Background: an optimization exercise with open tools, aiming at small area, a short achievable clock period and few clock cycles. Do not read the settings as production practice. Where RTL was checked, it was by simulation tests only, not by an equivalence proof against the original. For runs 1 and 2, only the layout was checked, not whether the RTL still works. Power figures rest on the tool's default switching activity, not on a simulated workload.

**flow/design.v**
```verilog
`timescale 1ns / 1ps
module Data_selector(
	input clk,
	input rst,
	input data_collect_finish,
	input [7:0] data_in,
	output reg [7:0] data_out,
	output reg [13:0] read_select,
	output reg [13:0] write_out_se,
	output reg data_process_finish,
	output reg wr_enable
    );
	localparam integer H   = 9;                     
	localparam integer K   = H - 2;                 
	localparam integer R0L = 100 - H;               
	localparam [13:0] DN  = 100;                    
	localparam [13:0] DC  = 1 - 100 * (H - 1);      
	localparam [13:0] DB  = -199;                   
	localparam [13:0] DF  = -100 * (H - 1);         
	localparam [13:0] ALAST = (R0L - K + H - 1) * 100 + 99;
	localparam [13:0] W0  = -(8 * 100 + DC + 2 * 100 + DC);
	localparam [6:0] C98 = 7'd46;                   
	localparam [3:0] J1  = 4'd2;                    
	localparam [3:0] J7  = 4'd10;                   
	reg running;
	reg [3:0] j;                 
	reg [6:0] c;                 
	reg jl, j2, j1, je;          
	reg c0, c1, c99, cf, cx;     
	reg bf, bl;                  
	reg [7:0] D [1:2*H-1];       
	reg [9:0] hp;                
	reg [9:0] h1, h2, h3;        
	reg wr, blur;                
	reg wr1, blur1;              
	wire go = running | (data_collect_finish & ~data_process_finish & ~wr_enable & ~wr1);
	wire [9:0] h0 = hp + {2'b0, data_in};
	wire [11:0] sum = {2'b0, h3} + {1'b0, h2, 1'b0} + {2'b0, h1};
	always @(*) begin
		blur = 1'b0;
		if (cx)
			wr = !j1;                         
		else if (j2) begin
			if (c0) wr = !bf;                 
			else begin
				wr = 1'b1;
				blur = !c1 && !cf;            
			end
		end
		else if (j1)
			wr = bf ? !c0 : c0;               
		else
			wr = bl ? !c0 : cf;               
	end
	wire [13:0] dsw = !c99 ? DC : bl ? DF : DB;
	wire [13:0] a_next = read_select + (jl ? dsw : DN);
	wire [13:0] w_next = write_out_se + (je ? ((c1 && !bf) ? DB : DC) : DN);
	always @(posedge clk or posedge rst) begin
		if (rst) begin
			running <= 1'b0;
			j <= 4'd1;
			c <= 7'd1;
			jl <= 1'b0;
			j2 <= 1'b0;
			j1 <= 1'b0;
			je <= 1'b0;
			c0 <= 1'b1;
			c1 <= 1'b0;
			c99 <= 1'b0;
			cf <= 1'b0;
			cx <= 1'b0;
			bf <= 1'b1;
			bl <= 1'b0;
			read_select <= 0;
			write_out_se <= W0;
			wr1 <= 1'b0;
			wr_enable <= 1'b0;
			data_process_finish <= 1'b0;
		end
		else begin
			wr1 <= 1'b0;
			if (go) begin
				wr1 <= wr;
				running <= 1'b1;
				read_select <= ((jl && cf) || cx) ? 14'd0 : a_next;
				write_out_se <= w_next;
				if (cx) begin
					j <= {j[2:0], j[3] ^ j[2]};
					j1 <= 1'b1;
					if (j1) begin
						j <= 4'd1;
						j1 <= 1'b0;
						c <= 7'd1;
						c0 <= 1'b1;
						cx <= 1'b0;
						bf <= 1'b1;
						bl <= 1'b0;
						running <= 1'b0;
					end
				end
				else if (!jl) begin
					j <= {j[2:0], j[3] ^ j[2]};
					jl <= (j == J7);
					j2 <= (j != 4'd1);
					j1 <= (j == 4'd1);
					je <= (j == J1);
				end
				else begin
					j <= 4'd1;
					jl <= 1'b0;
					j2 <= 1'b0;
					j1 <= 1'b0;
					je <= 1'b0;
					if (cf) begin
						cf <= 1'b0;
						cx <= 1'b1;
					end
					else if (c99) begin
						c99 <= 1'b0;
						if (bl) cf <= 1'b1;
						else begin
							c <= 7'd1;
							c0 <= 1'b1;
							bf <= 1'b0;
							bl <= (read_select == ALAST);
						end
					end
					else begin
						c <= {c[5:0], c[6] ^ c[5]};
						c0 <= 1'b0;
						c1 <= c0;
						c99 <= (c == C98);
					end
				end
			end
			else begin
				read_select <= 0;
				write_out_se <= W0;
				j <= 4'd1;
				c <= 7'd1;
				jl <= 1'b0;
				j2 <= 1'b0;
				j1 <= 1'b0;
				je <= 1'b0;
				c0 <= 1'b1;
				c1 <= 1'b0;
				c99 <= 1'b0;
				cf <= 1'b0;
				cx <= 1'b0;
				bf <= 1'b1;
				bl <= 1'b0;
			end
			wr_enable <= wr1;
			if (!running && wr_enable && !wr1) data_process_finish <= 1'b1;
			else if (!data_collect_finish) data_process_finish <= 1'b0;
		end
	end
	integer k;
	always @(posedge clk) begin
		blur1 <= blur;
		D[1] <= data_in;
		for (k = 2; k <= 2 * H - 1; k = k + 1) D[k] <= D[k-1];
		hp <= {2'b0, D[2*H-1]} + {1'b0, D[H-1], 1'b0};
		h1 <= h0;
		h2 <= h1;
		h3 <= h2;
		data_out <= blur1 ? sum[11:4] : D[H+2];
	end
endmodule
```
**flow/flow/run.sh**
```bash
#!/bin/bash
# Standard ORFS layout (the standard.sh), with two changes:
#  - port buffers are the smallest buffer (buf_1) instead of clkdlybuf4s50_1;
#  - clock tree built from clkbuf_8 in clusters of up to 16 sinks, without dummy loads.
set -euo pipefail
bash standard.sh \
  "BUFFER_PORTS_ARGS=-buffer_cell sky130_fd_sc_hd__buf_1" \
  "CTS_ARGS=-sink_clustering_enable -repair_clock_nets -dont_use_dummy_load -buf_list sky130_fd_sc_hd__clkbuf_8 -sink_clustering_size 16 -sink_clustering_max_diameter 50" \
  finish > standard_flow.log 2>&1
```
**flow/standard.sh**
```bash
#!/bin/bash
# synth_recipe.tcl (not shown) runs the flow's synth.tcl, then flattens the netlist and writes it again
# the make line also repeats each setting of config.mk as NAME=value (left out here)
make -C /OpenROAD-flow-scripts/flow DESIGN_CONFIG=/design/flow/config.mk WORK_HOME=/design/flow/orfs CLKGATE_MAP_FILE= SYNTH_SCRIPT=/design/flow/synth_recipe.tcl "${@:-finish}"
```
**flow/constraint.sdc**
```tcl
create_clock -name core_clock -period 5.5 [get_ports {clk}]
set_input_delay 1.1000 -clock core_clock [delete_from_list [all_inputs] [get_ports {clk}]]
set_output_delay 1.1000 -clock core_clock [all_outputs]
set_load 0.01 [all_outputs]
```
**flow/config.mk**
```make
export PLATFORM = sky130hd
export DESIGN_NAME = Data_selector
export DESIGN_NICKNAME = Data_selector
export VERILOG_FILES = /design/flow/design.v
export SDC_FILE = /design/flow/constraint.sdc
export NUM_CORES = 4
export LEC_CHECK = 0
export ABC_AREA = 1
export CAP_MARGIN = 20
export CORE_MARGIN = 2
export CORE_UTILIZATION = 55
export SETUP_SLACK_MARGIN = 3.3
export SLEW_MARGIN = 20
```
==> flow_summary_export.csv, run 1 <==
group,metric,value,unit
outcome,status,"complete, no violations",
setup_path,cp_slowest_stage_delay,0.55,ns
sta,final.min_clock_period,2.26,ns
global_routing,grt_usage,0.196,
die,die_y,128,um
route,detail_route.iter0.violations,222,
synthesis,yosys-top-cells-count,"dfxtp_1, nand2_1, inv_1, nor2_1, a21oi_1",
sta,max_freq,442,MHz
pwr,p_leak,0.00454,uW
setup_path,slowest_stage,"dfstp_2",
min_path,min-delay-start,"D[13][7]",
clock_network,root_buffer,"clkbuf_8",
clock_network,max-clock-path-buffers,3,
final_layout,stdcell_count,1127,
setup_path,path_buf_inv,1,
route,drc,0,
placed_design,placed_area,8850,um^2
die,fp-row-count,45,
sta,clock_skew,0.0656,ns
die,initial_core_util,0.558,
pwr,p_total,5830,uW
final_layout,num-nets-final,1008,
setup_path,cp_max_fo,2,
pwr,pwr-share-comb,0.441,
route,via_count,5726,
final_layout,diodes,0,
clock_network,cts_tree,"done",
sta,setup_viol,0,
synthesis,netlist_area,8420,um^2
placed_design,routabilityCongestion,0.856,
final_layout,final_area,9520,um^2
global_routing,globalRouteOverflowTotal,0,
clock_network,cts_sinks,239,
synthesis,synth_cells,849,
global_routing,grt_pass1_wl,25800,um
synthesis,synth_most_common_cell,"dfxtp_1",
placed_design,dpl.cell_count,1081,
synthesis,yosys.area.top_type,"dfxtp_1",
route,wl,15600,um
sta,rsz0062_at_grt,"true",
synthesis,syn_nets,916,
synthesis,ys.flop_type,"dfxtp_1",
global_routing,grt_pass1_vias,5659,
setup_path,start_kind,"flip-flop",
setup_path,reg2reg_to,"data_out[1]",
pwr,peakVddDrop,0.320,mV
setup_path,cp.required,4.40,ns
die,die_x,128,um
sta,worstMarginPinSlew,0.515,ns
setup_path,cp_top_family,"flip-flops",
synthesis,synthTopCellsByArea,"dfxtp_1, dfrtp_1, ha_1, nand2_1, inv_1",
route,first_pass_iters,5,
sta,final_max_slew_viol_count,0,
sta,hold_viol,0,
setup_path,critPathKind,"reg -> out",
pwr,clockPowerShare,0.152,
sta,relSlewSlack,0.657,
pwr,switchingPower,2260,uW
clock_network,cts_buffers,23,
setup_path,end_kind,"output pin",
final_layout,drive_gt1_frac,0.120,
synthesis,ys_types,36,
setup_path,r2r-start,"h1[3]",
route,wl_per_cell,13.9,um
clock_network,clkTransAtPathRegs,0.09,ns
placed_design,dp_hpwl,11100,um
min_path,hp-class,"reg -> reg",
clock_network,clock_latency,0.54,ns
placed_design,io_buffer_count,48,
setup_path,arrival,1.16,ns
setup_path,rr_worst_depth,9,
die,pin_count,49,
clock_network,h-tree-depth,1,
min_path,min_to,"D[14][7]",
pwr,seq_power_share,0.407,
sta,post-route-period-util,0.411,
final_layout,area_delta_synth_final,13.1,%
synthesis,syn-mean-instance-area,9.91,um^2
route,ant_nets,0,
setup_path,rrSetupSlack,3.35,ns
pwr,swShare,0.387,
synthesis,synthArstFlopShare,0.226,
sta,setup_tns,0,ns
flow_run,drv_cap,0,
pwr,intPower,3570,uW
clock_network,hold_buffers,0,
die,core,15100,um^2
global_routing,grt_max_degree,41,
synthesis,yosys_warnings,2,
synthesis,synth_top_area_share,0.440,
setup_path,crit_chain,"buf_6",
global_routing,antenna_found_initial,0,
pwr,power.density,612,nW/um^2
route,viasPerCell,5.08,
die,die_area,16300,um^2
min_path,holdPathStages,0,
synthesis,ys_seq_elements,239,
synthesis,synth_edf_count,0,
synthesis,ys_seq_area_frac,0.602,
-- final cells by class --
type	instances	area (um^2)
tap	188	235
inverter	109	417
multi-input combinational	496	3050
clock buffer	23	317
sequential	239	5070
fill	1240	5570
timing repair buffer	72	423
-- metrics by stage --
| step | utilization | setup slack (ns) | hold WS (ns) |
|---|---|---|---|
| 2_1_floorplan | - | 3.28 | 0.310 |
| 6_report | 0.631 | 3.24 | 0.321 |
| 3_3_place_gp | 0.587 | 2.84 | 0.310 |
| 3_5_place_dp | 0.587 | 2.79 | 0.312 |
| 5_1_grt | 0.631 | 3.19 | 0.329 |
| 4_1_cts | 0.616 | 3.21 | 0.321 |
-- routing by layer --
metal  up-vias  wire [um]  track usage
met5         -          0            0
met4         0        537       0.0769
met3        40        543       0.0305
met2       124       7600        0.340
met1      2660       6950        0.247
li1       2902          -            -
-- cells by family (layout without fill, tap and decap cells) --
logic type | after synthesis | in the layout | share of synthesized area
compound gates | 113 | 113 | 0.0731
xor+xnor | 25 | 25 | 0.0260
fa+ha+maj | 56 | 56 | 0.0931
buf+inv | 114 | 204 | 0.0513
flops | 239 | 239 | 0.602
simple gates | 302 | 302 | 0.155
-- cells in the final DEF, fill, tap and decap left out, drive strengths merged --
| master | Yosys | layout |
|---|---|---|
| o2111ai | 1 | 1 |
| nor4 | 1 | 1 |
| nand3b | 1 | 1 |
| nor3 | 8 | 8 |
| nand3 | 41 | 41 |
| dfxtp | 185 | 185 |
| fa | 11 | 11 |
| clkinvlp | 0 | 2 |
| or2 | 3 | 3 |
| dfstp | 9 | 9 |
| clkbuf | 2 | 34 |
| buf | 3 | 61 |
| nand4 | 23 | 23 |
| o21bai | 4 | 4 |
| dfrtp | 45 | 45 |
| a21oi | 55 | 55 |
| a211oi | 2 | 2 |
| a31oi | 3 | 3 |
| nand2 | 146 | 146 |
| o31ai | 1 | 1 |
| xor2 | 16 | 16 |
| o211ai | 2 | 2 |
| o21ai | 36 | 36 |
| ha | 45 | 45 |
| o22ai | 3 | 3 |
| inv | 108 | 107 |
| a21boi | 2 | 2 |
| nor2 | 79 | 79 |
| xnor2 | 9 | 9 |
| a31o | 1 | 1 |
| o21a | 3 | 3 |
-- power by group through the flow --
stage | logic, uW | registers, uW | clock network [uW]
global placement | 2230 | 2420 | 0
detailed placement | 2260 | 2430 | 0
CTS | 2400 | 2380 | 920
floorplan | 1670 | 2420 | 0
global route | 2940 | 2420 | 982
finish | 2570 | 2370 | 888
-- flip-flops by register name, indices dropped and copies added, names as in the netlist, 4 cells and up --
register      cells
hp               10
h1               10
h3               10
data_out          8
j                 4
read_select      14
write_out_se     14
h2               10
c                 7
D               136
-- timing repair --
action,CTS,global route
resized for setup,17,34
gates cloned,0,0
setup buffers,11,12
pin swaps,0,2
endpoints found under the setup margin,22,43
-- how the worst max path moves through the flow --
stage,start,to,slack (ns),cells after the start
6_report,write_out_se[1],write_out_se[1],3.24,1
5_1_grt,write_out_se[1],write_out_se[1],3.19,1
4_1_cts,write_out_se[1],write_out_se[1],3.21,1
3_5_place_dp,data_collect_finish,read_select[6],2.79,8
3_3_place_gp,data_collect_finish,read_select[6],2.84,8
2_1_floorplan,data_in[0],h1[6],3.28,8
==> run 2: changes to the inputs <==
--- a/flow/config.mk
+++ b/flow/config.mk
@@ -9,5 +9,5 @@
 export CAP_MARGIN = 20
 export CORE_MARGIN = 2
 export CORE_UTILIZATION = 55
-export SETUP_SLACK_MARGIN = 3.3
+export SETUP_SLACK_MARGIN = 3.4
 export SLEW_MARGIN = 20
==> flow_summary_export.csv, run 2 <==
group,metric,value,unit
synthesis,synth_edf_count,0,
setup_path,end_kind,"output pin",
route,drc,0,
min_path,holdPathStages,0,
pwr,p_leak,0.00474,uW
setup_path,cp_top_family,"flip-flops",
die,die_area,16300,um^2
final_layout,area_delta_synth_final,17.9,%
sta,post-route-period-util,0.409,
global_routing,grt_usage,0.196,
final_layout,regArea,5080,um^2
outcome,status,"complete, no violations",
synthesis,netlist_area,8420,um^2
setup_path,cp.required,4.40,ns
synthesis,synthArstFlopShare,0.226,
clock_network,max-clock-path-buffers,3,
sta,worstMarginPinSlew,0.460,ns
route,wl_per_cell,13.9,um
flow_run,drv_cap,0,
synthesis,ys_types,36,
synthesis,synth_top_area_share,0.440,
final_layout,final_area,9920,um^2
setup_path,path_buf_inv,1,
pwr,p_total,6470,uW
placed_design,routabilityCongestion,0.926,
synthesis,yosys.area.top_type,"dfxtp_1",
global_routing,globalRouteOverflowTotal,0,
setup_path,reg2reg_to,"data_out[7]",
sta,max_freq,445,MHz
global_routing,grt_pass1_wl,26000,um
sta,relSlewSlack,0.694,
clock_network,cts_sinks,239,
die,core,15100,um^2
setup_path,rr_worst_depth,12,
setup_path,critPathKind,"reg -> out",
sta,setup_viol,0,
route,detail_route.iter0.violations,266,
synthesis,ys_seq_area_frac,0.602,
synthesis,syn_nets,916,
route,ant_nets,0,
sta,final.min_clock_period,2.25,ns
pwr,power.density,653,nW/um^2
synthesis,syn-mean-instance-area,9.91,um^2
die,die_y,128,um
placed_design,dp_hpwl,10900,um
synthesis,ys_seq_elements,239,
pwr,peakVddDrop,0.351,mV
global_routing,grt_max_degree,36,
final_layout,regMostFlops,"D",
clock_network,root_buffer,"clkbuf_8",
route,first_pass_iters,4,
min_path,min_to,"D[10][4]",
final_layout,largest_reg_flops,136,
sta,final_max_slew_viol_count,0,
sta,clock_skew,0.0468,ns
sta,rsz0062_at_grt,"true",
route,via_count,5920,
synthesis,yosys_warnings,2,
clock_network,cts_tree,"done",
placed_design,placed_area,8880,um^2
final_layout,fillers,1206,
die,pin_count,49,
min_path,min-delay-start,"D[9][4]",
final_layout,diodes,0,
clock_network,h-tree-depth,1,
die,initial_core_util,0.558,
final_layout,num-nets-final,1033,
synthesis,synth_cells,849,
route,viasPerCell,5.14,
setup_path,arrival,1.15,ns
synthesis,synth_most_common_cell,"dfxtp_1",
setup_path,crit_chain,"buf_6",
final_layout,multi_input_area,3230,um^2
die,die_x,128,um
setup_path,rrSetupSlack,3.43,ns
sta,hold_viol,0,
global_routing,antenna_found_initial,0,
final_layout,layout_commonest_cell,"dfxtp_1",
synthesis,ys.flop_type,"dfxtp_1",
setup_path,slowest_stage,"dfstp_2",
setup_path,cp_max_fo,2,
synthesis,synthTopCellsByArea,"dfxtp_1, dfrtp_1, ha_1, nand2_1, inv_1",
clock_network,clock_latency,0.53,ns
final_layout,drive_gt1_frac,0.204,
synthesis,yosys-top-cells-count,"dfxtp_1, nand2_1, inv_1, nor2_1, a21oi_1",
clock_network,hold_buffers,0,
final_layout,largestRegisters,"D: 136 flops, read_select: 14 flops, write_out_se: 14 flops",
global_routing,grt_pass1_vias,5767,
placed_design,io_buffer_count,48,
die,fp-row-count,45,
setup_path,cp_slowest_stage_delay,0.54,ns
setup_path,start_kind,"flip-flop",
final_layout,final_cell_mix,"dfxtp_1, nand2_1, inv_1",
sta,setup_tns,0,ns
route,wl,16000,um
clock_network,cts_buffers,22,
min_path,hp-class,"reg -> reg",
clock_network,clkTransAtPathRegs,0.09,ns
setup_path,r2r-start,"h3[3]",
==> run 2: changes by cell type in the layout (fill, tap and decap cells not counted), moves of 4 or more <==
cell | before | now
ha_1 | 37 | 30
buf_4 | 22 | 50
nand2_1 | 143 | 135
dfxtp_1 | 184 | 177
a21oi_1 | 53 | 49
ha_4 | 7 | 13
clkbuf_2 | 11 | 15
nand2_2 | 2 | 9
buf_1 | 31 | 12
buf_2 | 2 | 14
dfxtp_2 | 1 | 8
==> run 2: cells by family (layout without fill, tap and decap cells) <==
group,Yosys count,after routing,share of synthesized area
AO/OA/AOI/OAI,113,113,0.0731
XOR/XNOR,25,25,0.0260
adder cells (fa/ha/maj),56,56,0.0931
buffers and inverters,114,229,0.0513
flip-flops,239,239,0.602
AND/OR/NAND/NOR,302,302,0.155
==> run 2: power by group <==
| group | switching [uW] | internal (uW) |
|---|---|---|
| logic | 1770 | 1470 |
| registers | 222 | 2140 |
| clock network | 516 | 357 |
==> run 2: cell type report <==
cell class | instances | share of cell area
Clock buffer | 22 | 0.0305
Inverter | 109 | 0.0423
Multi-Input combinational cell | 496 | 0.326
Sequential cell | 239 | 0.513
Tap cell | 188 | 0.0237
Timing Repair Buffer | 98 | 0.0650
==> run 2: through the flow <==
step / std cells / worst slack, ns / hold slack, ns / util
after floorplan: 849 / 3.29 / 0.310 / -
final: 1152 / 3.25 / 0.281 / 0.657
after detailed placement: 1081 / 2.76 / 0.312 / 0.588
after global placement: 1081 / 2.85 / 0.310 / 0.588
after global routing: 1152 / 3.21 / 0.291 / 0.657
after CTS: 1133 / 3.22 / 0.288 / 0.634
==> run 2: worst max-delay path by stage <==
| stage | start | slack [ns] | cells after the start | end |
|---|---|---|---|---|
| final | write_out_se[1] | 3.25 | 1 | write_out_se[1] |
| after global routing | write_out_se[1] | 3.21 | 1 | write_out_se[1] |
| after CTS | write_out_se[1] | 3.22 | 1 | write_out_se[1] |
| after detailed placement | data_collect_finish | 2.76 | 8 | read_select[6] |
| after global placement | data_collect_finish | 2.85 | 8 | read_select[6] |
| after floorplan | data_in[0] | 3.29 | 8 | h1[6] |
==> run 2: timing repair <==
action,4_1_cts,5_1_grt
pin swaps,5,22
setup buffers,30,19
gates resized for setup,53,67
setup endpoints to repair,60,71
==> run 2: metal layers <==
layer	global-route usage	share of wire	wire length, um	vias up
met3	0.0351	0.041	651	43
met1	0.243	0.44	7050	2779
met2	0.345	0.48	7710	137
met5	0	0	0	-
met4	0.0692	0.035	561	0
li1	-	-	-	2961
==> run 3: changes to the inputs <==
--- a/flow/design.v
+++ b/flow/design.v
@@ -72,7 +72,6 @@
 			bf <= 1'b1;
 			bl <= 1'b0;
 			read_select <= 0;
-			write_out_se <= W0;
 			wr1 <= 1'b0;
 			wr_enable <= 1'b0;
 			data_process_finish <= 1'b0;
@@ -83,7 +82,6 @@
 				wr1 <= wr;
 				running <= 1'b1;
 				read_select <= ((jl && cf) || cx) ? 14'd0 : a_next;
-				write_out_se <= w_next;
 				if (cx) begin
 					j <= {j[2:0], j[3] ^ j[2]};
 					j1 <= 1'b1;
@@ -135,7 +133,6 @@
 			end
 			else begin
 				read_select <= 0;
-				write_out_se <= W0;
 				j <= 4'd1;
 				c <= 7'd1;
 				jl <= 1'b0;
@@ -158,6 +155,8 @@
 	integer k;
 	always @(posedge clk) begin
 		blur1 <= blur;
+		if (!running) write_out_se <= go ? W0 + DN : W0;
+		else write_out_se <= w_next;
 		D[1] <= data_in;
 		for (k = 2; k <= 2 * H - 1; k = k + 1) D[k] <= D[k-1];
 		hp <= {2'b0, D[2*H-1]} + {1'b0, D[H-1], 1'b0};
--- a/flow/config.mk
+++ b/flow/config.mk
@@ -9,5 +9,5 @@
 export CAP_MARGIN = 20
 export CORE_MARGIN = 2
 export CORE_UTILIZATION = 55
-export SETUP_SLACK_MARGIN = 3.4
+export SETUP_SLACK_MARGIN = 3.3
 export SLEW_MARGIN = 20
==> flow_summary_export.csv, run 3 <==
group,metric,value,unit
route,first_pass_iters,4,
route,via_count,5510,
die,fp-row-count,45,
sta,max_freq,461,MHz
synthesis,yosys_warnings,2,
route,detail_route.iter0.violations,174,
clock_network,root_buffer,"clkbuf_8",
final_layout,stdcell_count,1105,
sta,relSlewSlack,0.654,
synthesis,yosys.area_share.xor_xnor,0.0262,
pwr,intPower,3560,uW
final_layout,final_cell_mix,"dfxtp_1, nand2_1, inv_1",
setup_path,cp_slowest_stage_delay,0.41,ns
setup_path,start_kind,"flip-flop",
die,die_y,127,um
synthesis,ys_seq_area_frac,0.597,
placed_design,placed_area,8770,um^2
setup_path,path_buf_inv,1,
clock_network,clock_latency,0.54,ns
synthesis,muxShareOfSynthArea,0,
pwr,p_leak,0.00443,uW
die,initial_core_util,0.556,
synthesis,yosys.area.top_type,"dfxtp_1",
route,wl,14500,um
pwr,p_total,5830,uW
outcome,status,"complete, no violations",
synthesis,synthArstFlopShare,0.167,
sta,rsz0062_at_grt,"true",
synthesis,synth_most_common_cell,"dfxtp_1",
pwr,pwr-share-comb,0.442,
sta,final_max_slew_viol_count,0,
clock_network,h-tree-depth,1,
global_routing,grt_pass1_vias,5400,
synthesis,synthTopCellsByArea,"dfxtp_1, dfrtp_1, ha_1, nand2_1, inv_1",
final_layout,area_delta_synth_final,11.9,%
clock_network,max-clock-path-buffers,3,
clock_network,hold_buffers,0,
global_routing,grt_max_degree,41,
die,core,15000,um^2
clock_network,clkTransAtPathRegs,0.09,ns
synthesis,ys.flop_type,"dfxtp_1",
setup_path,crit_chain,"clkbuf_2",
setup_path,cp_max_fo,3,
clock_network,cts_buffers,24,
placed_design,dp_hpwl,10200,um
synthesis,yosys-top-cells-count,"dfxtp_1, nand2_1, inv_1, nor2_1, a21oi_1",
synthesis,synth_compound_area_frac,0.0791,
placed_design,routabilityCongestion,0.862,
setup_path,critPathKind,"reg -> out",
global_routing,grt_usage,0.183,
sta,setup_viol,0,
sta,post-route-period-util,0.395,
min_path,hp-class,"reg -> reg",
sta,final.min_clock_period,2.17,ns
die,die_x,127,um
setup_path,arrival,1.07,ns
global_routing,grt_pass1_wl,24400,um
global_routing,antenna_found_initial,0,
placed_design,io_buffer_count,48,
route,ant_nets,0,
sta,clock_skew,0.0375,ns
final_layout,finish.utilization,0.621,
synthesis,syn_nets,904,
placed_design,dpl.cell_count,1065,
clock_network,cts_tree,"done",
pwr,power.density,624,nW/um^2
final_layout,diodes,0,
synthesis,synthAdderAreaFrac,0.0983,
synthesis,ys_seq_elements,239,
setup_path,cp.required,4.40,ns
pwr,seq_power_share,0.404,
clock_network,cts_sinks,239,
pwr,peakVddDrop,0.263,mV
synthesis,synth_edf_count,0,
final_layout,layout_commonest_cell,"dfxtp_1",
final_layout,drive_gt1_frac,0.118,
pwr,clockPowerShare,0.154,
sta,hold_viol,0,
route,drc,0,
sta,setup_tns,0,ns
pwr,swShare,0.390,
die,die_area,16200,um^2
synthesis,synth_cells,834,
final_layout,fillers,1248,
synthesis,ys_types,41,
final_layout,largestRegisters,"D: 136 flops, read_select: 14 flops, write_out_se: 14 flops",
synthesis,synth_top_family_by_area,"simple AND/OR/NAND/NOR gates",
final_layout,regMostFlops,"D",
final_layout,largest_reg_flops,136,
synthesis,netlist_area,8350,um^2
route,viasPerCell,4.99,
synthesis,synth_simple_gate_area_frac,0.146,
global_routing,globalRouteOverflowTotal,0,
synthesis,syn-mean-instance-area,10.0,um^2
pwr,switchingPower,2280,uW
setup_path,slowest_stage,"dfrtp_1",
setup_path,end_kind,"output pin",
flow_run,drv_cap,0,
route,wl_per_cell,13.2,um
die,pin_count,49,
final_layout,final_area,9340,um^2
sta,worstMarginPinSlew,0.519,ns
synthesis,synth_top_area_share,0.477,
final_layout,num-nets-final,989,
setup_path,cp_top_family,"flip-flops",
run 3: stage by stage:
stage / worst slack [ns] / hold WS [ns]
6_report: 3.33 / 0.314
5_1_grt: 3.21 / 0.320
4_1_cts: 3.28 / 0.316
3_5_place_dp: 2.87 / 0.312
3_3_place_gp: 2.92 / 0.310
2_1_floorplan: 3.28 / 0.310
run 3: routing by layer:
layer  up-vias  track usage  wire length, um
met5         -            0                0
met4         0       0.0646              335
met3        31       0.0327              481
met2        88        0.311             6870
met1      2543        0.238             6850
li1       2848            -                -
run 3: power groups by stage:
| stage | Combinational [uW] | Sequential, uW | Clock (uW) |
|---|---|---|---|
| finish | 2580 | 2360 | 896 |
| global route | 2960 | 2410 | 999 |
| CTS | 2350 | 2370 | 937 |
| detailed placement | 2240 | 2420 | 0 |
| global placement | 2200 | 2410 | 0 |
| floorplan | 1710 | 2410 | 0 |
run 3: final cells by class:
cell class | count | area (um^2) | share of cell area
sequential | 239 | 5000 | 0.535
timing repair buffer | 65 | 320 | 0.0343
multi-input combinational | 481 | 3050 | 0.327
tap | 188 | 235 | 0.0252
clock buffer | 24 | 330 | 0.0354
inverter | 108 | 405 | 0.0434
run 3: path summary, 6_finish.rpt:
path / slack [ns] / to / start / cells past startpoint
max: 3.33 / read_select[2] / read_select[2] / 1
min: 0.31 / D[10][3] / D[9][3] / 0
max reg2reg: 3.38 / data_out[1] / h1[2] / 11
min reg2reg: 0.31 / D[10][3] / D[9][3] / 0
max in group asynchronous: 4.42 / je / rst / 3
min in group asynchronous: 0.68 / read_select[13] / rst / 3
run 3: cell families (layout without fill, tap and decap cells):
group           count (synthesis)  after routing
simple gates                  280            280
flops                         239            239
compound gates                117            117
buf+inv                       114            197
fa+ha+maj                      59             59
xor+xnor                       25             25
run 3: timing repair:
action	CTS	global route
gates resized for setup	13	31
setup endpoints to repair	28	30
cloned	0	0
setup buffers	7	9
pin swaps	0	9
Testbench counts of run 3, summed over its fixed seeds: cycles 302,760.
==> run 4: changes to the inputs <==
--- a/flow/config.mk
+++ b/flow/config.mk
@@ -8,6 +8,6 @@
 export ABC_AREA = 1
 export CAP_MARGIN = 20
 export CORE_MARGIN = 2
-export CORE_UTILIZATION = 55
+export CORE_UTILIZATION = 65
 export SETUP_SLACK_MARGIN = 3.3
 export SLEW_MARGIN = 20
==> flow_summary_export.csv, run 4 <==
group,metric,value,unit
synthesis,synth_most_common_cell,"dfxtp_1",
final_layout,diodes,0,
final_layout,largest_reg_flops,136,
flow_run,drv_cap,0,
clock_network,clock_latency,0.50,ns
sta,setup_tns,0,ns
clock_network,h-tree-depth,1,
setup_path,end_kind,"output pin",
die,die_x,117,um
sta,setup_viol,0,
pwr,p_leak,0.00441,uW
pwr,power.density,649,nW/um^2
clock_network,max-clock-path-buffers,3,
die,pin_count,49,
clock_network,hold_buffers,0,
setup_path,arrival,1.06,ns
die,die_area,13800,um^2
final_layout,num-nets-final,989,
global_routing,antenna_found_initial,0,
final_layout,final_cell_mix,"dfxtp_1, nand2_1, inv_1",
synthesis,syn_nets,904,
setup_path,critPathLaunch,"read_select[2]",
route,drc,0,
synthesis,ys_seq_elements,239,
synthesis,ys_types,41,
synthesis,ys_seq_area_frac,0.597,
synthesis,synth_cells,834,
global_routing,globalRouteOverflowTotal,0,
synthesis,syn-mean-instance-area,10.0,um^2
synthesis,synth_edf_count,0,
min_path,hp-class,"reg -> reg",
clock_network,cts_tree,"done",
sta,final.min_clock_period,2.16,ns
final_layout,regMostFlops,"D",
sta,relSlewSlack,0.514,
sta,final_max_slew_viol_count,0,
route,detail_route.iter0.violations,361,
min_path,min-delay-start,"D[6][0]",
clock_network,cts_buffers,21,
sta,hold_viol,0,
clock_network,cts_sinks,239,
final_layout,drive_gt1_frac,0.121,
synthesis,netlist_area,8350,um^2
global_routing,grt_pass1_vias,5537,
pwr,p_total,6080,uW
clock_network,root_buffer,"clkbuf_8",
die,fp-row-count,41,
placed_design,dp_hpwl,11100,um
sta,rsz0062_at_grt,"true",
global_routing,grt_max_degree,22,
synthesis,synthTopCellsByArea,"dfxtp_1, dfrtp_1, ha_1, nand2_1, inv_1",
setup_path,cp_slowest_stage_delay,0.42,ns
setup_path,cp_top_family,"flip-flops",
setup_path,crit_chain,"clkbuf_2",
sta,post-route-period-util,0.393,
final_layout,area_delta_synth_final,12.3,%
setup_path,critPathKind,"reg -> out",
route,ant_nets,0,
global_routing,grt_pass1_wl,26000,um
route,wl,16200,um
synthesis,yosys_warnings,2,
setup_path,cp.required,4.40,ns
sta,max_freq,463,MHz
setup_path,slowest_stage,"dfrtp_1",
clock_network,clkTransAtPathRegs,0.09,ns
setup_path,r2r-start,"h1[2]",
route,viasPerCell,5.23,
die,initial_core_util,0.665,
setup_path,cp_max_fo,2,
die,die_y,117,um
sta,worstMarginPinSlew,0.729,ns
outcome,status,"complete, no violations",
pwr,peakVddDrop,0.362,mV
final_layout,layout_commonest_cell,"dfxtp_1",
sta,clock_skew,0.0391,ns
synthesis,ys.flop_type,"dfxtp_1",
final_layout,largestRegisters,"D: 136 flops, read_select: 14 flops, write_out_se: 14 flops",
synthesis,yosys-top-cells-count,"dfxtp_1, nand2_1, inv_1, nor2_1, a21oi_1",
placed_design,routabilityCongestion,0.873,
synthesis,synth_top_area_share,0.477,
die,core,12600,um^2
route,via_count,5700,
route,wl_per_cell,14.9,um
synthesis,yosys.area.top_type,"dfxtp_1",
setup_path,path_buf_inv,1,
placed_design,io_buffer_count,48,
setup_path,start_kind,"flip-flop",
synthesis,synthArstFlopShare,0.167,
global_routing,grt_usage,0.230,
setup_path,rrSetupSlack,3.38,ns
route,first_pass_iters,6,
run 4: cell counts after synthesis:
No cell type changed its count.
run 4: worst reg2reg max path, stage by stage (launching register included):
cell      delay, ns
dfxtp_2        0.34
inv_2          0.05
fa_1           0.54
inv_1          0.04
ha_1           0.28
inv_2          0.06
nor3_2         0.19
nand3b_1       0.16
nand3_1        0.13
nand2_1        0.06
nand3_1        0.07
nand2_1        0.07
run 4: cell families (layout without fill, tap and decap cells):
group	Yosys count	count (layout)	share of synthesized area
AOI/OAI and AO/OA	117	117	0.0791
xor gates and xnor gates	25	25	0.0262
buffers and inverters	114	197	0.0527
DFF	239	239	0.597
and+or+nand+nor	280	280	0.146
adders and majority gates	59	59	0.0983
run 4: area by class of cell:
cell class	count	area, um^2
repair buffers	68	347
multi-input cells	481	3120
fillers	873	3190
clock buffers	21	289
inverters	108	405
flip-flops and latches	239	5000
well taps	172	215
run 4: path summary, 6_finish.rpt:
kind	endpoint	depth (start not counted)
worst max register to register	data_out[6]	11
worst min-delay path	D[7][0]	0
worst max-delay path	read_select[2]	1
worst min register to register	D[7][0]	0
max in group asynchronous	read_select[5]	3
min in group asynchronous	c[4]	2
run 4: power by group:
group	total [uW]	switching, uW	internal, uW
clock	849	508	342
combinational	2850	1670	1180
sequential	2380	253	2130
total	6080	2430	3650
run 4: per-stage QoR:
step / hold WS (ns) / std cells / worst slack, ns / area, um^2 / utilization
after floorplan: 0.310 / 834 / 3.28 / 8380 / -
after global placement: 0.311 / 1049 / 2.95 / 8750 / 0.696
after detailed placement: 0.312 / 1049 / 2.83 / 8750 / 0.696
after CTS: 0.305 / 1076 / 3.28 / 9120 / 0.725
after global routing: 0.315 / 1089 / 3.23 / 9380 / 0.746
final: 0.301 / 1089 / 3.34 / 9380 / 0.746
run 4: timing repair:
item | 4_1_cts | 5_1_grt
buffers inserted | 6 | 13
endpoints found under the setup margin | 25 | 23
pin swaps | 0 | 13
gates resized for setup | 10 | 39
run 4: per-layer routing:
| layer | global-route usage | part of all wire |
|---|---|---|
| met1 | 0.285 | 0.42 |
| met2 | 0.417 | 0.51 |
| met5 | 0 | 0 |
| met4 | 0.0648 | 0.025 |
| met3 | 0.0340 | 0.042 |
==> run 5: changes to the inputs <==
==> flow/flow/run.sh (replaced) <==
#!/bin/bash
# Standard ORFS layout (the standard.sh), with two changes:
#  - port buffers are the smallest buffer (buf_1) instead of clkdlybuf4s50_1;
#  - clock tree built from clkbuf_16 in clusters of up to 30 sinks, without dummy loads.
set -euo pipefail
bash standard.sh \
  "BUFFER_PORTS_ARGS=-buffer_cell sky130_fd_sc_hd__buf_1" \
  "CTS_ARGS=-sink_clustering_enable -repair_clock_nets -dont_use_dummy_load -buf_list sky130_fd_sc_hd__clkbuf_16 -sink_clustering_size 30 -sink_clustering_max_diameter 100" \
  finish > standard_flow.log 2>&1
==> flow_summary_export.csv, run 5 <==
group,metric,value,unit
sta,setup_viol,0,
synthesis,syn-mean-instance-area,10.0,um^2
route,detail_route.iter0.violations,351,
synthesis,netlist_area,8350,um^2
global_routing,grt_max_degree,31,
sta,hold_viol,0,
setup_path,arrival,2.52,ns
final_layout,drive_gt1_frac,0.106,
die,pin_count,49,
pwr,power.density,656,nW/um^2
synthesis,synthArstFlopShare,0.167,
sta,worst_hold_slack,0.326,ns
sta,setup_tns,0,ns
die,core,12600,um^2
setup_path,crit_chain,"inv_1, fa_1, inv_1, ha_1, inv_1, o21bai_1, nand2_1, o21ai_2, a21oi_1, o21ai_0, nand2_1",
setup_path,cp_top_family,"adder cells",
placed_design,io_buffer_count,48,
final_layout,diodes,0,
synthesis,ys_seq_area_frac,0.597,
min_path,hp-class,"reg -> reg",
route,wl_per_cell,15.1,um
synthesis,yosys_warnings,2,
route,wl,16300,um
global_routing,grt_usage,0.231,
setup_path,path_buf_inv,3,
synthesis,ys_seq_elements,239,
synthesis,yosys.area.top_type,"dfxtp_1",
final_layout,num-nets-final,978,
global_routing,antenna_found_initial,0,
sta,worstMarginPinSlew,0.737,ns
pwr,intPower,3690,uW
synthesis,synth_top_area_share,0.477,
global_routing,groute.layer.met3.usage,0.0272,
pwr,p_total,6130,uW
pwr,clockPowerShare,0.140,
route,first_pass_iters,6,
die,fp-row-count,41,
die,die_x,117,um
setup_path,end_kind,"flip-flop",
synthesis,synth_edf_count,0,
clock_network,cts_buffers,11,
route,via_count,5640,
sta,rsz0062_at_grt,"true",
route,viasPerCell,5.23,
route,ant_nets,0,
global_routing,globalRouteOverflowTotal,0,
setup_path,cp_max_fo,2,
die,die_area,13800,um^2
synthesis,yosys-top-cells-count,"dfxtp_1, nand2_1, inv_1, nor2_1, a21oi_1",
sta,clock_skew,0.0277,ns
setup_path,cp.required,5.85,ns
pwr,pwr-share-comb,0.471,
final_layout,final_cell_mix,"dfxtp_1, nand2_1, inv_1",
global_routing,top_usage_layer,"met2",
synthesis,ys_types,41,
pwr,switchingPower,2440,uW
placed_design,dp_hpwl,11100,um
sta,final_max_slew_viol_count,0,
placed_design,dp_slack,2.83,ns
global_routing,met1_usage,0.287,
sta,post-route-period-util,0.396,
clock_network,cts_sinks,239,
clock_network,max-clock-path-buffers,3,
clock_network,clkTransAtPathRegs,0.11,ns
route,drc,0,
pwr,p_leak,0.00438,uW
pwr,swShare,0.398,
placed_design,routabilityCongestion,0.873,
die,initial_core_util,0.665,
synthesis,synthTopCellsByArea,"dfxtp_1, dfrtp_1, ha_1, nand2_1, inv_1",
final_layout,area_delta_synth_final,11.7,%
clock_network,cts_tree,"done",
synthesis,ys.flop_type,"dfxtp_1",
setup_path,path_common_cell,"inv_1",
synthesis,syn_nets,904,
synthesis,synth_most_common_cell,"dfxtp_1",
sta,relSlewSlack,0.508,
setup_path,slowest_stage,"fa_1",
global_routing,grt_util_met2,0.418,
sta,finalWorstSetupSlack,3.32,ns
clock_network,h-tree-depth,1,
final_layout,layout_commonest_cell,"dfxtp_1",
global_routing,grt_pass1_wl,26100,um
pwr,seq_power_share,0.390,
pwr,peakVddDrop,0.395,mV
setup_path,start_kind,"flip-flop",
sta,final.min_clock_period,2.18,ns
clock_network,root_buffer,"clkbuf_16",
setup_path,cp_slowest_stage_delay,0.52,ns
die,die_y,117,um
flow_run,drv_cap,0,
clock_network,clock_latency,0.47,ns
outcome,status,"complete, no violations",
final_layout,largestRegisters,"D: 136 flops, read_select: 14 flops, write_out_se: 14 flops",
final_layout,largest_reg_flops,136,
sta,max_freq,460,MHz
setup_path,critPathKind,"reg -> reg",
final_layout,regMostFlops,"D",
clock_network,hold_buffers,0,
global_routing,grt_pass1_vias,5506,
synthesis,synth_cells,834,
==> run 5: cell counts after synthesis <==
No cell type changed its count.
==> run 5: layout make-up <==
class                           count  area (um^2)
Sequential cell                   239         5000
Fill cell                         870         3240
Multi-Input combinational cell    481         3110
Inverter                          108          405
Timing Repair Buffer               67          323
Clock buffer                       11          275
Tap cell                          172          215
==> run 5: path summary, 6_finish.rpt <==
check                              from          end  slack [ns]  cells past startpoint
worst max-delay path              h1[2]  data_out[1]        3.32                     11
worst min-delay path            D[7][3]      D[8][3]        0.33                      0
worst max register to register    h1[2]  data_out[1]        3.32                     11
worst min register to register  D[7][3]      D[8][3]        0.33                      0
max in group asynchronous           rst          c99        4.02                      3
min in group asynchronous           rst         c[4]        0.71                      2
==> run 5: worst register-to-register path: stages, from the launching register on <==
cell and delay, ns:
dfxtp_2 0.34, inv_1 0.06, fa_1 0.52, inv_1 0.04, ha_1 0.26, inv_1 0.05
o21bai_1 0.19, nand2_1 0.13, o21ai_2 0.16, a21oi_1 0.08, o21ai_0 0.14, nand2_1 0.09
==> run 5: what timing repair did <==
| item | 4_1_cts | 5_1_grt |
|---|---|---|
| buffers inserted | 0 | 18 |
| cloned | 0 | 0 |
| pin swaps | 0 | 12 |
| gates resized for setup | 11 | 34 |
| setup endpoints to repair | 19 | 25 |
==> run 5: metrics by stage <==
stage | area (um^2) | utilization | cells
global route | 9330 | 0.742 | 1078
CTS | 9060 | 0.721 | 1060
floorplan | 8380 | - | 834
detailed placement | 8750 | 0.696 | 1049
global placement | 8750 | 0.696 | 1049
finish | 9330 | 0.742 | 1078
==> run 5: layer usage <==
layer  part of all wire  wire (um)
met1               0.43       7030
met2               0.50       8190
met3              0.036        590
met4              0.031        508
met5                  0          0
==> run 5: power groups by stage <==
stage / sequential, uW / combinational (uW) / clock, uW
3_5_place_dp: 2430 / 2270 / 0
3_3_place_gp: 2410 / 2200 / 0
6_report: 2390 / 2880 / 855
2_1_floorplan: 2410 / 1710 / 0
5_1_grt: 2430 / 3200 / 921
4_1_cts: 2400 / 2340 / 865
==> run 5: cells by family (layout without fill, tap and decap cells) <==
kind of cell / count (synthesis) / after routing / synth area share
AOI/OAI and AO/OA: 117 / 117 / 0.0791
buffers and inverters: 114 / 186 / 0.0527
adders and majority gates: 59 / 59 / 0.0983
DFF: 239 / 239 / 0.597
and+or+nand+nor: 280 / 280 / 0.146
xor gates and xnor gates: 25 / 25 / 0.0262
==> run 6: changes to the inputs <==
--- a/flow/config.mk
+++ b/flow/config.mk
@@ -5,9 +5,8 @@
 export SDC_FILE = /design/flow/constraint.sdc
 export NUM_CORES = 4
 export LEC_CHECK = 0
-export ABC_AREA = 1
 export CAP_MARGIN = 20
 export CORE_MARGIN = 2
-export CORE_UTILIZATION = 65
+export CORE_UTILIZATION = 55
 export SETUP_SLACK_MARGIN = 3.3
 export SLEW_MARGIN = 20
==> flow_summary_export.csv, run 6 <==
group,metric,value,unit
setup_path,cp.required,5.87,ns
synthesis,ys_seq_area_frac,0.613,
route,wl_per_cell,15.0,um
global_routing,grt_pass1_wl,23800,um
synthesis,synth_top_area_share,0.489,
route,via_count,4972,
final_layout,diodes,0,
global_routing,grt_max_degree,41,
synthesis,synthArstFlopShare,0.167,
final_layout,num-nets-final,833,
setup_path,end_kind,"flip-flop",
setup_path,critPathKind,"reg -> reg",
setup_path,cp_top_family,"adder cells",
die,fp-row-count,44,
synthesis,yosys-top-cells-count,"dfxtp_1, ha_1, inv_1, a21oi_1, nor2_1",
placed_design,dp_hpwl,9350,um
sta,post-route-period-util,0.482,
synthesis,syn-mean-instance-area,12.0,um^2
synthesis,syn_nets,747,
route,viasPerCell,5.26,
placed_design,routabilityCongestion,0.811,
final_layout,layout_commonest_cell,"dfxtp_1",
synthesis,ys_seq_elements,239,
setup_path,path_buf_inv,2,
sta,final_max_slew_viol_count,0,
clock_network,h-tree-depth,1,
clock_network,cts_sinks,239,
synthesis,synth_cells,677,
sta,setup_tns,0,ns
route,ant_nets,0,
pwr,peakVddDrop,0.367,mV
global_routing,globalRouteOverflowTotal,0,
placed_design,dpl.cell_count,898,
synthesis,synth_most_common_cell,"dfxtp_1",
placed_design,placed_area,8580,um^2
final_layout,drive_gt1_frac,0.198,
setup_path,cp_max_fo,2,
pwr,power.density,640,nW/um^2
final_layout,stdcell_count,945,
flow_run,drv_cap,0,
clock_network,clock_latency,0.47,ns
outcome,status,"complete, no violations",
setup_path,cp_slowest_stage_delay,0.55,ns
synthesis,synthTopCellsByArea,"dfxtp_1, dfrtp_1, ha_1, xnor2_1, fa_1",
sta,hold_viol,0,
die,die_x,126,um
die,initial_core_util,0.562,
final_layout,final_area,9540,um^2
pwr,p_leak,0.00413,uW
die,die_area,15800,um^2
synthesis,yosys_warnings,2,
sta,worstMarginPinSlew,0.598,ns
setup_path,crit_chain,"inv_2, fa_1, inv_2, ha_4, nand4_1, a2111oi_4, nor2_2, o211ai_1, xor2_1, mux2_4",
route,drc,0,
synthesis,yosys.area.top_type,"dfxtp_1",
synthesis,synth_edf_count,0,
route,wl,14200,um
synthesis,netlist_area,8140,um^2
sta,max_freq,377,MHz
die,pin_count,49,
setup_path,slowest_stage,"fa_1",
synthesis,ys.flop_type,"dfxtp_1",
final_layout,regMostFlops,"D",
clock_network,hold_buffers,0,
sta,rsz0062_at_grt,"true",
die,core,14500,um^2
setup_path,start_kind,"flip-flop",
sta,clock_skew,0.0516,ns
global_routing,antenna_found_initial,0,
sta,relSlewSlack,0.601,
final_layout,final_cell_mix,"dfxtp_1, buf_1, inv_1",
final_layout,area_delta_synth_final,17.2,%
setup_path,path_common_cell,"inv_2",
clock_network,root_buffer,"clkbuf_16",
clock_network,cts_buffers,12,
sta,worst_hold_slack,0.279,ns
setup_path,arrival,3.02,ns
placed_design,io_buffer_count,48,
clock_network,clkTransAtPathRegs,0.10,ns
final_layout,largestRegisters,"D: 136 flops, read_select: 14 flops, write_out_se: 14 flops",
final_layout,largest_reg_flops,136,
sta,setup_viol,0,
route,first_pass_iters,4,
clock_network,max-clock-path-buffers,3,
pwr,p_total,6100,uW
global_routing,grt_pass1_vias,4936,
route,detail_route.iter0.violations,173,
min_path,hp-class,"reg -> reg",
clock_network,cts_tree,"done",
synthesis,ys_types,67,
sta,final.min_clock_period,2.65,ns
die,die_y,126,um
global_routing,grt_usage,0.182,
## run 6: changes by cell type after synthesis, moves of 12 or more
cell / before / now
nand2_1: 143 / 32
inv_1: 107 / 44
nand3_1: 31 / 5
nor2_1: 60 / 38
xnor2_1: 9 / 30
a21oi_1: 51 / 39
o21ai_0: 34 / 22
## run 6: cell families after synthesis
kind of cell,after synthesis,share of synthesized area
and+or+nand+nor,145,0.0921
AOI/OAI and AO/OA,130,0.110
muxes,9,0.0120
adders and majority gates,59,0.101
buffers and inverters,57,0.0310
DFF,239,0.613
xor gates and xnor gates,38,0.0409
## run 6: power breakdown
part	internal [uW]	leakage, uW	switching (uW)
registers	2130	0.00216	285
clock network	394	0.000148	494
logic	1370	0.00182	1430
## run 6: final timing paths
kind	startpoint	end	slack, ns	cells after the start
setup / recovery	h1[2]	data_out[6]	2.85	10
hold / removal	D[2][4]	D[3][4]	0.28	0
setup reg to reg	h1[2]	data_out[6]	2.85	10
hold reg to reg	D[2][4]	D[3][4]	0.28	0
max in group asynchronous	rst	read_select[9]	4.34	3
min in group asynchronous	rst	read_select[4]	0.70	3
## run 6: cell type report
cell class,count,area [um^2]
Sequential cell,239,5010
Fill cell,1128,4940
Multi-Input combinational cell,381,3350
Timing Repair Buffer,84,478
Clock buffer,12,300
Tap cell,184,230
Inverter,45,179
## run 6: repair_timing
action / in CTS / in global routing
resized for setup: 50 / 48
pin swaps: 18 / 29
setup endpoints to repair: 43 / 47
buffers inserted: 23 / 12
## run 6: routing by layer
metal / vias to the layer above / part of all wire / global-route usage
li1: 2481 / - / -
met3: 22 / 0.033 / 0.0297
met5: - / 0 / 0
met4: 0 / 0.020 / 0.0418
met1: 2384 / 0.49 / 0.264
met2: 85 / 0.46 / 0.289
## run 6: worst reg2reg max path, stage by stage (launching register included)
cell and delay (ns):
dfxtp_2 0.34, inv_2 0.04, fa_1 0.55, inv_2 0.05
ha_4 0.25, nand4_1 0.18, a2111oi_4 0.40, nor2_2 0.07
o211ai_1 0.30, xor2_1 0.11, mux2_4 0.27
## run 6: per-stage QoR
| stage | worst slack [ns] | utilization |
|---|---|---|
| 2_1_floorplan | 3.03 | - |
| 3_3_place_gp | 2.57 | 0.593 |
| 3_5_place_dp | 2.48 | 0.593 |
| 4_1_cts | 2.78 | 0.639 |
| 5_1_grt | 2.76 | 0.659 |
| 6_report | 2.85 | 0.659 |
==> run 7: changes to the inputs <==
--- a/flow/config.mk
+++ b/flow/config.mk
@@ -5,8 +5,10 @@
 export SDC_FILE = /design/flow/constraint.sdc
 export NUM_CORES = 4
 export LEC_CHECK = 0
+export ABC_AREA = 1
 export CAP_MARGIN = 20
 export CORE_MARGIN = 2
 export CORE_UTILIZATION = 55
+export PLACE_DENSITY = 0.8
 export SETUP_SLACK_MARGIN = 3.3
 export SLEW_MARGIN = 20
==> flow_summary_export.csv, run 7 <==
group,metric,value,unit
synthesis,syn-mean-instance-area,10.0,um^2
outcome,status,"complete, no violations",
die,initial_core_util,0.556,
route,drc,0,
pwr,p_total,5700,uW
final_layout,largest_reg_flops,136,
clock_network,cts_buffers,11,
min_path,min-delay-start,"D[4][5]",
sta,worstMarginPinSlew,0.521,ns
pwr,p_leak,0.00431,uW
sta,rsz0062_at_grt,"true",
global_routing,antenna_found_initial,0,
min_path,hp-class,"reg -> reg",
final_layout,final_cell_mix,"dfxtp_1, nand2_1, inv_1",
final_layout,diodes,0,
route,first_pass_iters,5,
sta,max_freq,457,MHz
synthesis,yosys.area.top_type,"dfxtp_1",
synthesis,synth_most_common_cell,"dfxtp_1",
clock_network,clkTransAtPathRegs,0.11,ns
placed_design,io_buffer_count,48,
route,wl_per_cell,13.4,um
sta,final.min_clock_period,2.19,ns
global_routing,grt_max_degree,41,
setup_path,critPathKind,"reg -> reg",
global_routing,grt_usage,0.179,
die,die_x,127,um
setup_path,end_kind,"flip-flop",
final_layout,layout_commonest_cell,"dfxtp_1",
synthesis,synth_cells,834,
clock_network,h-tree-depth,1,
final_layout,drive_gt1_frac,0.0817,
sta,setup_viol,0,
setup_path,rr_worst_depth,12,
placed_design,dp_slack,2.84,ns
route,wl,14500,um
placed_design,routabilityCongestion,0.862,
global_routing,globalRouteOverflowTotal,0,
pwr,power.density,621,nW/um^2
setup_path,cp.required,5.87,ns
setup_path,rrSetupSlack,3.31,ns
die,fp-row-count,45,
setup_path,r2r-start,"h1[2]",
clock_network,cts_sinks,239,
sta,hold_viol,0,
final_layout,final_area,9180,um^2
sta,finalWorstSetupSlack,3.31,ns
die,die_y,127,um
setup_path,arrival,2.56,ns
min_path,holdPathStages,0,
pwr,peakVddDrop,0.278,mV
sta,post-route-period-util,0.398,
setup_path,start_kind,"flip-flop",
final_layout,num-nets-final,966,
clock_network,root_buffer,"clkbuf_16",
synthesis,ys_seq_area_frac,0.597,
die,core,15000,um^2
sta,relSlewSlack,0.652,
sta,final_max_slew_viol_count,0,
route,ant_nets,0,
synthesis,synth_top_area_share,0.477,
synthesis,synthTopCellsByArea,"dfxtp_1, dfrtp_1, ha_1, nand2_1, inv_1",
sta,clock_skew,0.0130,ns
die,die_area,16200,um^2
synthesis,yosys_warnings,2,
sta,worst_hold_slack,0.325,ns
final_layout,regMostFlops,"D",
global_routing,grt_pass1_wl,23800,um
synthesis,ys_seq_elements,239,
synthesis,netlist_area,8350,um^2
clock_network,hold_buffers,0,
clock_network,cts_tree,"done",
final_layout,area_delta_synth_final,9.87,%
route,detail_route.iter0.violations,363,
sta,setup_tns,0,ns
global_routing,grt_pass1_vias,5215,
synthesis,ys.flop_type,"dfxtp_1",
route,viasPerCell,5.11,
synthesis,ys_types,41,
clock_network,clock_latency,0.46,ns
flow_run,drv_cap,0,
die,pin_count,49,
setup_path,reg2reg_to,"data_out[2]",
synthesis,syn_nets,904,
min_path,min_to,"D[5][5]",
synthesis,yosys-top-cells-count,"dfxtp_1, nand2_1, inv_1, nor2_1, a21oi_1",
final_layout,largestRegisters,"D: 136 flops, read_select: 14 flops, write_out_se: 14 flops",
synthesis,synthArstFlopShare,0.167,
clock_network,max-clock-path-buffers,3,
setup_path,cp_max_fo,3,
synthesis,synth_edf_count,0,
placed_design,placed_area,8770,um^2
placed_design,dp_hpwl,10400,um
route,via_count,5528,
-- run 7: cell types whose count changed after synthesis, moves of 9 or more --
| cell | previous run | this run |
|---|---|---|
| a21oi_1 | 39 | 51 |
| and2_1 | 9 | 0 |
| inv_1 | 44 | 107 |
| nand2_1 | 32 | 143 |
| nand2b_1 | 10 | 0 |
| nand3_1 | 5 | 31 |
| nand4_1 | 6 | 15 |
| nor2_1 | 38 | 60 |
| o21ai_0 | 22 | 34 |
| xnor2_1 | 30 | 9 |
-- run 7: cell type report --
| cell class | count | area (um^2) |
|---|---|---|
| fill | 1195 | 5860 |
| sequential | 239 | 5000 |
| multi-input combinational | 481 | 3030 |
| inverter | 108 | 405 |
| clock buffer | 11 | 275 |
| tap | 188 | 235 |
| timing repair buffer | 55 | 233 |
-- run 7: kinds of logic (layout without fill, tap and decap cells) --
kind of cell	after synthesis	after routing	synth area share
and+or+nand+nor	280	280	0.146
DFF	239	239	0.597
AOI/OAI and AO/OA	117	117	0.0791
buffers and inverters	114	174	0.0527
adders and majority gates	59	59	0.0983
xor gates and xnor gates	25	25	0.0262
-- run 7: report_power, final --
| part | internal, uW | total, uW | switching [uW] |
|---|---|---|---|
| Clock | 362 | 838 | 476 |
| Sequential | 2130 | 2380 | 253 |
| Combinational | 953 | 2480 | 1520 |
| Total | 3440 | 5700 | 2250 |
-- run 7: what timing repair did --
action | 4_1_cts | 5_1_grt
cloned | 0 | 0
pin swaps | 3 | 7
buffers inserted | 3 | 3
endpoints found under the hold margin | 0 | 0
setup endpoints to repair | 21 | 21
resized for setup | 9 | 22
-- run 7: critical path, stage by stage (launching register included) --
cell	delay, ns
dfxtp_2	0.35
inv_2	0.04
fa_1	0.52
inv_1	0.05
ha_1	0.27
inv_1	0.05
o21bai_1	0.22
nand2_1	0.14
nand2_2	0.12
nand2_1	0.07
nand2_1	0.06
nand2_1	0.04
a31oi_1	0.16
-- run 7: worst max path at each step --
stage | start | end | slack [ns] | cells after the start
5_1_grt | h1[2] | data_out[4] | 3.22 | 12
3_5_place_dp | data_collect_finish | read_select[2] | 2.84 | 7
6_report | h1[2] | data_out[2] | 3.31 | 12
3_3_place_gp | data_collect_finish | read_select[2] | 2.90 | 7
2_1_floorplan | data_in[0] | h1[6] | 3.28 | 8
4_1_cts | je | write_out_se[10] | 3.27 | 10
-- run 7: routing by layer --
metal	global-route usage	part of all wire	vias to the layer above
li1	-	-	2811
met1	0.251	0.48	2585
met2	0.302	0.47	117
met3	0.0243	0.041	15
met4	0.0349	0.012	0
met5	0	0	-
-- run 7: stage by stage --
stage	utilization	instances
floorplan	-	834
global placement	0.583	1065
detailed placement	0.583	1065
CTS	0.606	1079
global route	0.610	1082
finish	0.610	1082
==> run 8: changes to the inputs <==
--- a/flow/config.mk
+++ b/flow/config.mk
@@ -9,6 +9,5 @@
 export CAP_MARGIN = 20
 export CORE_MARGIN = 2
 export CORE_UTILIZATION = 55
-export PLACE_DENSITY = 0.8
-export SETUP_SLACK_MARGIN = 3.3
+export SETUP_SLACK_MARGIN = 3.35
 export SLEW_MARGIN = 20
==> flow_summary_export.csv, run 8 <==
group,metric,value,unit
outcome,status,"complete, no violations",
pwr,p_leak,0.00442,uW
setup_path,reg2reg_to,"data_out[7]",
synthesis,synth_most_common_cell,"dfxtp_1",
setup_path,cp_top_family,"flip-flops",
pwr,power.density,641,nW/um^2
setup_path,arrival,1.04,ns
final_layout,largest_reg_flops,136,
synthesis,synthArstFlopShare,0.167,
route,wl_per_cell,13.6,um
synthesis,ys.flop_type,"dfxtp_1",
die,die_area,16200,um^2
clock_network,cts_buffers,12,
sta,final.min_clock_period,2.14,ns
sta,finalWorstSetupSlack,3.36,ns
pwr,clockPowerShare,0.146,
min_path,min_to,"D[7][2]",
pwr,swShare,0.391,
setup_path,r2r-start,"h3[5]",
setup_path,crit_chain,"buf_1",
clock_network,hold_buffers,0,
placed_design,dp_hpwl,10500,um
final_layout,regMostFlops,"D",
final_layout,drive_gt1_frac,0.126,
synthesis,yosys_warnings,2,
sta,worstMarginPinSlew,0.517,ns
route,first_pass_iters,5,
global_routing,grt_pass1_wl,24800,um
min_path,hp-class,"reg -> reg",
pwr,pwr-share-comb,0.464,
placed_design,io_buffer_count,48,
final_layout,diodes,0,
synthesis,syn-mean-instance-area,10.0,um^2
clock_network,max-clock-path-buffers,3,
sta,hold_viol,0,
global_routing,antenna_found_initial,0,
setup_path,start_kind,"flip-flop",
global_routing,grt_pass1_vias,5397,
sta,relSlewSlack,0.656,
setup_path,cp_max_fo,3,
synthesis,syn_nets,904,
route,viasPerCell,5.04,
pwr,seq_power_share,0.390,
placed_design,placed_area,8780,um^2
setup_path,rrSetupSlack,3.41,ns
route,drc,0,
pwr,switchingPower,2370,uW
die,fp-row-count,45,
setup_path,cp_slowest_stage_delay,0.42,ns
synthesis,netlist_area,8350,um^2
setup_path,critPathKind,"reg -> out",
synthesis,ys_types,41,
route,wl,14900,um
final_layout,largestRegisters,"D: 136 flops, read_select: 14 flops, write_out_se: 14 flops",
setup_path,cp.required,4.40,ns
global_routing,grt_max_degree,41,
min_path,holdPathStages,0,
sta,max_freq,468,MHz
die,die_x,127,um
route,ant_nets,0,
setup_path,slowest_stage,"dfrtp_1",
synthesis,ys_seq_area_frac,0.597,
sta,clock_skew,0.0326,ns
final_layout,num-nets-final,978,
die,pin_count,49,
pwr,intPower,3690,uW
synthesis,yosys.area.top_type,"dfxtp_1",
die,core,15000,um^2
pwr,p_total,6050,uW
die,die_y,127,um
setup_path,path_buf_inv,1,
global_routing,grt_usage,0.186,
sta,setup_viol,0,
clock_network,root_buffer,"clkbuf_16",
setup_path,rr_worst_depth,10,
synthesis,ys_seq_elements,239,
pwr,peakVddDrop,0.316,mV
synthesis,synthTopCellsByArea,"dfxtp_1, dfrtp_1, ha_1, nand2_1, inv_1",
setup_path,end_kind,"output pin",
min_path,min-delay-start,"D[6][2]",
final_layout,layout_commonest_cell,"dfxtp_1",
final_layout,final_cell_mix,"dfxtp_1, nand2_1, inv_1",
sta,post-route-period-util,0.388,
synthesis,synth_edf_count,0,
global_routing,globalRouteOverflowTotal,0,
die,initial_core_util,0.556,
sta,rsz0062_at_grt,"true",
clock_network,cts_sinks,239,
final_layout,final_area,9440,um^2
route,detail_route.iter0.violations,251,
synthesis,synth_cells,834,
placed_design,dp_slack,2.83,ns
final_layout,fillers,1217,
clock_network,h-tree-depth,1,
clock_network,cts_tree,"done",
sta,setup_tns,0,ns
route,via_count,5512,
flow_run,drv_cap,0,
placed_design,routabilityCongestion,0.876,
synthesis,yosys-top-cells-count,"dfxtp_1, nand2_1, inv_1, nor2_1, a21oi_1",
clock_network,clock_latency,0.47,ns
final_layout,area_delta_synth_final,13.0,%
synthesis,synth_top_area_share,0.477,
sta,final_max_slew_viol_count,0,
clock_network,clkTransAtPathRegs,0.10,ns
-- run 8: cell count changes in the layout (fill, tap and decap cells not counted), sizes merged --
cell      change
clkbuf        +6
buf           +6
inv           -1
clkinvlp      +1
-- run 8: cell families (layout without fill, tap and decap cells) --
family,Yosys count,after routing,synth area share
xor+xnor,25,25,0.0262
buf+inv,114,186,0.0527
simple gates,280,280,0.146
flops,239,239,0.597
fa+ha+maj,59,59,0.0983
compound gates,117,117,0.0791
-- run 8: worst max path at each step --
stage                         from               end  cells past startpoint
6_report            read_select[6]    read_select[6]                      1
5_1_grt                      h3[3]       data_out[6]                     11
3_3_place_gp   data_collect_finish    read_select[2]                      7
4_1_cts                         je  write_out_se[10]                     10
3_5_place_dp   data_collect_finish    read_select[2]                      7
2_1_floorplan           data_in[0]             h1[6]                      8
-- run 8: through the flow --
stage | hold slack, ns | utilization | std cells
global route | 0.295 | 0.628 | 1094
floorplan | 0.310 | - | 834
detailed placement | 0.312 | 0.584 | 1065
CTS | 0.298 | 0.612 | 1086
global placement | 0.310 | 0.584 | 1065
finish | 0.297 | 0.628 | 1094
-- run 8: timing repair --
| action | in CTS | in global routing |
|---|---|---|
| pin swaps | 3 | 22 |
| cloned | 0 | 0 |
| resized for setup | 15 | 46 |
| setup endpoints to repair | 32 | 34 |
| buffers inserted | 9 | 8 |
-- run 8: worst register-to-register path: stages, from the launching register on --
cell and delay, ns:
dfxtp_1 0.33, fa_1 0.51, ha_4 0.31, nand2_1 0.09, nor3_2 0.21, nand2_1 0.10, nand2_2 0.11, nand2_2 0.08
nand2_2 0.07, nand2_1 0.07, a31oi_2 0.14
-- run 8: power by group through the flow --
stage / Clock (uW) / Combinational [uW] / Sequential (uW)
final: 882 / 2810 / 2360
after global routing: 970 / 3180 / 2410
after CTS: 914 / 2390 / 2370
after detailed placement: 0 / 2260 / 2420
after global placement: 0 / 2210 / 2410
after floorplan: 0 / 1720 / 2410
-- run 8: area by class of cell --
class                      count  area (um^2)  area share
clock buffer                  12          300      0.0318
inverter                     108          409      0.0434
multi-input combinational    481         3150       0.334
sequential                   239         5000       0.530
tap                          188          235      0.0249
timing repair buffer          66          335      0.0355
-- run 8: per-layer routing --
layer | up-vias | global-route usage | part of all wire
li1 | 2821 | - | -
met1 | 2566 | 0.243 | 0.46
met2 | 98 | 0.321 | 0.48
met3 | 27 | 0.0293 | 0.035
met4 | 0 | 0.0556 | 0.022
met5 | - | 0 | 0

re-timing with driven ports:
How much do the figures lean on ideal ports? The routed layouts below were timed once more, with nothing changed but the port constraints. Step 1 (the two cells are an assumption about what drives the block):
set clk [get_ports {clk}]
set_driving_cell -lib_cell sky130_fd_sc_hd__clkbuf_16 $clk
set_driving_cell -lib_cell sky130_fd_sc_hd__buf_2 [delete_from_list [all_inputs] $clk]
Step 2, shift: input delay + t, output delay - t, t = (earliest + latest rising clock arrival at the registers) / 2. This alone moves slack from input paths to output paths. Slacks: no drivers / after step 1 / after step 2; pairs: no drivers / after step 1.
run	t (ns)	setup WS [ns]	hold slack, ns	worst register clock-pin slew, ns
run 1	0.541	3.238 / 3.200 / 2.968	0.321 / 0.321 / 0.321	0.09 / 0.09
run 2	0.542	3.252 / 3.216 / 2.986	0.281 / 0.281 / 0.281	0.09 / 0.09
run 3	0.549	3.329 / 3.293 / 2.959	0.314 / 0.314 / 0.314	0.09 / 0.09
run 4	0.522	3.341 / 3.305 / 2.933	0.301 / 0.301 / 0.301	0.09 / 0.09
run 5	0.499	3.324 / 3.286 / 2.905	0.326 / 0.326 / 0.326	0.12 / 0.12
run 6	0.488	2.849 / 2.849 / 2.849	0.279 / 0.279 / 0.279	0.11 / 0.11
run 7	0.488	3.312 / 3.298 / 3.009	0.325 / 0.325 / 0.325	0.11 / 0.11
run 8	0.489	3.365 / 3.327 / 2.922	0.297 / 0.297 / 0.297	0.11 / 0.11
After both steps setup and hold are still met in every run listed. For run 8, which loses most, drivers alone change the setup slack by -0.038 ns; drivers and shift together by -0.443 ns.
